Background: an optimization exercise with open tools, aiming at small area and a short achievable clock period. Do not read the settings as production practice. Only simulation tests tie the RTL to the original design; equivalence was not proved.

## pepper
==> flow/design.v (excerpt) <==
module argus_exec(clk, a, b, alu_op, shamt, mult, div,
                  flip_adder16, flip_adder4, flip_shift, flip_mult, flip_div,
                  alu_result, alu_ne, alu_lt, adder_err, sra_err, sll_err,
                  md_result, md_remainder, md_exception, md_err, md_chk_en);
	input clk;
	input [31:0] a, b;
	input [4:0] alu_op, shamt;
	input mult, div;
	input flip_adder16, flip_adder4, flip_shift, flip_mult, flip_div;
	output reg [31:0] alu_result;
	output reg alu_ne, alu_lt, adder_err, sra_err, sll_err;
	output [31:0] md_result;
	output reg [31:0] md_remainder;
	output reg md_exception, md_chk_en;
	output md_err;
	parameter J = 3;     
	parameter R = 2;     
	wire [31:0] n0;
	wire [15:0] d0;
	abs_val #(32) u_an(.x(a), .y(n0));
	abs_val #(16) u_ad(.x(b[15:0]), .y(d0));
	wire [14:0] r0 [32-J:32];
	assign r0[32] = 15'd0;
	wire [31:32-J] q0;
	genvar i;
	generate for (i = 31; i >= 32 - J; i = i - 1) begin : s1
		div_stage #(.I(i)) st(.rin(r0[i+1]), .n(n0[i]), .D(d0), .rout(r0[i]), .q(q0[i]));
	end endgenerate
	reg [31:0] a_q, b_q;
	reg [4:0] op_q, shamt_q;
	reg mult_q, div_q;
	reg f_add16_q, f_add4_q, f_shift_q, f_mult_q, f_div_q;
	reg [J-1:0] dr_q;         
	reg [31:32-J] dq_q;       
	reg [31-J:32-J-R] dn_q;   
	reg [15:0] dd_q;          
	reg dz_q, dsg_q;          
	always @(posedge clk) begin
		a_q <= a;
		b_q <= b;
		op_q <= alu_op;
		shamt_q <= shamt;
		mult_q <= mult;
		div_q <= div;
		f_add16_q <= flip_adder16;
		f_add4_q <= flip_adder4;
  ...
==> flow/config.mk <==
export PLATFORM = sky130hd
export DESIGN_NAME = argus_exec
export DESIGN_NICKNAME = argus_exec
export VERILOG_FILES = /design/flow/design.v
export SDC_FILE = /design/flow/constraint.sdc
export NUM_CORES = 4
export LEC_CHECK = 0
export ABC_AREA = 1
export CAP_MARGIN = 50
export CORE_MARGIN = 2
export CORE_UTILIZATION = 50
export CTS_BUF_LIST = sky130_fd_sc_hd__clkbuf_8
export CTS_CLUSTER_DIAMETER = 60
export CTS_CLUSTER_SIZE = 16
export PLACE_DENSITY = 0.72
export SLEW_MARGIN = 70
==> flow/constraint.sdc <==
create_clock -name core_clock -period 250.0 [get_ports {clk}]
set_input_delay 50.0000 -clock core_clock [delete_from_list [all_inputs] [get_ports {clk}]]
set_output_delay 50.0000 -clock core_clock [all_outputs]
set_load 0.01 [all_outputs]
standard.sh (not shown) runs the stock make flow with config.mk's settings and CLKGATE_MAP_FILE= SYNTH_SCRIPT=/design/flow/synth_recipe.tcl, a recipe that flattens the netlist after the stock synthesis.
==> flow/flow/run.sh <==
#!/bin/bash
set -euo pipefail
export BUFFER_PORTS_ARGS="-buffer_cell sky130_fd_sc_hd__buf_2"
bash standard.sh finish > standard_flow.log 2>&1
Changes in delta relative to pepper:
- CTS_CLUSTER_SIZE now 12, was 16
- CORE_UTILIZATION now 40, was 50
- CTS_BUF_LIST now sky130_fd_sc_hd__clkbuf_4 sky130_fd_sc_hd__clkbuf_8 sky130_fd_sc_hd__clkbuf_16, was sky130_fd_sc_hd__clkbuf_8
- PLACE_DENSITY no longer set, was 0.72
Findings:
- Changes observed in delta relative to pepper: synthesized-area fraction occupied by ao, oa, aoi and oai cells roughly the same; post-layout worst setup margin saw a decrease.
- Register-to-register slack is higher on pepper
- Of pepper and delta, delta shows the higher area enclosed by the die boundary, with pepper below it.
- pre_q[0]$_DFF_P_ as the origin of the worst setup path was reported by pepper, and dd_q[15]$_DFF_P_ by delta.
- Compare pepper and delta | met1 routing resource usage after global routing higher: pepper
- delta: estimated wirelength of the detail-placed design about 8% above pepper
- Taking pepper as the reference, in delta met3 wirelength from detailed routing -about 13%.
Input changes introduced in juniper (baseline for comparison: delta):
- a change of CTS_BUF_LIST from sky130_fd_sc_hd__clkbuf_4 sky130_fd_sc_hd__clkbuf_8 sky130_fd_sc_hd__clkbuf_16 to sky130_fd_sc_hd__clkbuf_8
- a change of CORE_UTILIZATION from 40 to 50
- an added PLACE_DENSITY of 0.72
- a change of SLEW_MARGIN from 70 to 76
[summary]
juniper against delta: met2 demand-to-capacity share in global routing shows an increase of 7.4 points. Changes observed in juniper relative to delta: final design area excluding fillers saw little to no change; source-to-sink clock delay at the later pin of the worst-skew pair rose by 90 ps. The hold slack number comes out higher for juniper vs delta. Comparing juniper against delta, there is no change at all in sequential cell count.
What lagoon does differently from juniper at the input level:
- swapping 76 for 70 in SLEW_MARGIN
[summary]
Cmp lagoon and juniper / time the worst path needs with I/O delays and setup / lower: juniper
Across lagoon and juniper, none had a timing, DRC or antenna violation.
Of lagoon and juniper, the lower first-iteration DRC count belongs to lagoon.
Measured against juniper, the non-clock buffer count of lagoon comes out at 0.920 times the reference value.
Net count of the finished layout sits lower in lagoon than in juniper.
lagoon improves on juniper in final area.
juniper has higher final core area utilization than lagoon.
For instance count after placement with tap cells included, lagoon and juniper come out practically identical.
Comparing the two runs side by side, lagoon comes out behind juniper on worst setup slack.
Inputs modified between lagoon and onyx:
- CTS_BUF_LIST now sky130_fd_sc_hd__clkbuf_4 sky130_fd_sc_hd__clkbuf_8 sky130_fd_sc_hd__clkbuf_16, was sky130_fd_sc_hd__clkbuf_8
==> flow/flow/run.sh <==
#!/bin/bash
set -euo pipefail
export BUFFER_PORTS_ARGS="-buffer_cell sky130_fd_sc_hd__buf_1"
bash standard.sh finish > standard_flow.log 2>&1
### Flow results
Diff lagoon -> onyx: number of buffers inserted during clock tree synthesis increased 1, wire length increased about 0.4%, worst setup timing slack at the placement stage decreased 330 ps.
Between onyx and lagoon, the detailed placement HPWL does not differ in any meaningful way.
Number of antenna violations at the first check in global routing down 3 in onyx wrt lagoon
On onyx: critical path data arrival time is 30 ps higher than what lagoon gave.
The lower core utilization came out of lagoon.
| final area | onyx vs lagoon | about 0.7% higher |
[compare] base=lagoon new=onyx: worst setup slack shrank by 29 ps; wire length of the first global-routing pass held steady.
As far as flip-flop and latch count after synthesis goes, onyx and lagoon are indistinguishable; the numbers are identical.

[static timing again, ports no longer ideal]
The results above use ideal ports. As a check the final layouts listed here were re-extracted and re-timed, cells and wires unchanged.
Step 1, drivers: a clkbuf_16 drives clk and a buf_2 each remaining input, both assumed.
Step 2 also shifts input and output timing later by t, the mid clock arrival at the registers, as if the neighbouring blocks saw the same clock.
a / b / c = no drivers / after step 1 / after step 2; a / b = the first two.
| run | shift t [ns] | slack for setup (ns) | hold WS [ns] | latest minus earliest clock arrival (ns) | slew at the worst register clock pin (ns) |
|---|---|---|---|---|---|
| pepper | 0.781 | 195.437 / 195.369 / 195.298 | 0.454 / 0.454 / 0.454 | 0.024 / 0.024 | 0.10 / 0.10 |
| delta | 0.653 | 195.212 / 195.212 / 195.212 | 0.413 / 0.413 / 0.413 | 0.028 / 0.028 | 0.06 / 0.06 |
| juniper | 0.722 | 195.638 / 195.571 / 195.352 | 0.461 / 0.461 / 0.461 | 0.063 / 0.063 | 0.09 / 0.09 |
| lagoon | 0.744 | 195.457 / 195.396 / 195.311 | 0.461 / 0.461 / 0.461 | 0.068 / 0.067 | 0.08 / 0.08 |
| onyx | 0.689 | 195.428 / 195.351 / 195.192 | 0.420 / 0.420 / 0.420 | 0.048 / 0.048 | 0.06 / 0.06 |
After both steps every run listed still meets setup and hold. The setup slack of juniper, which loses most, moves by -0.067 ns with the drivers and by -0.286 ns with both steps.
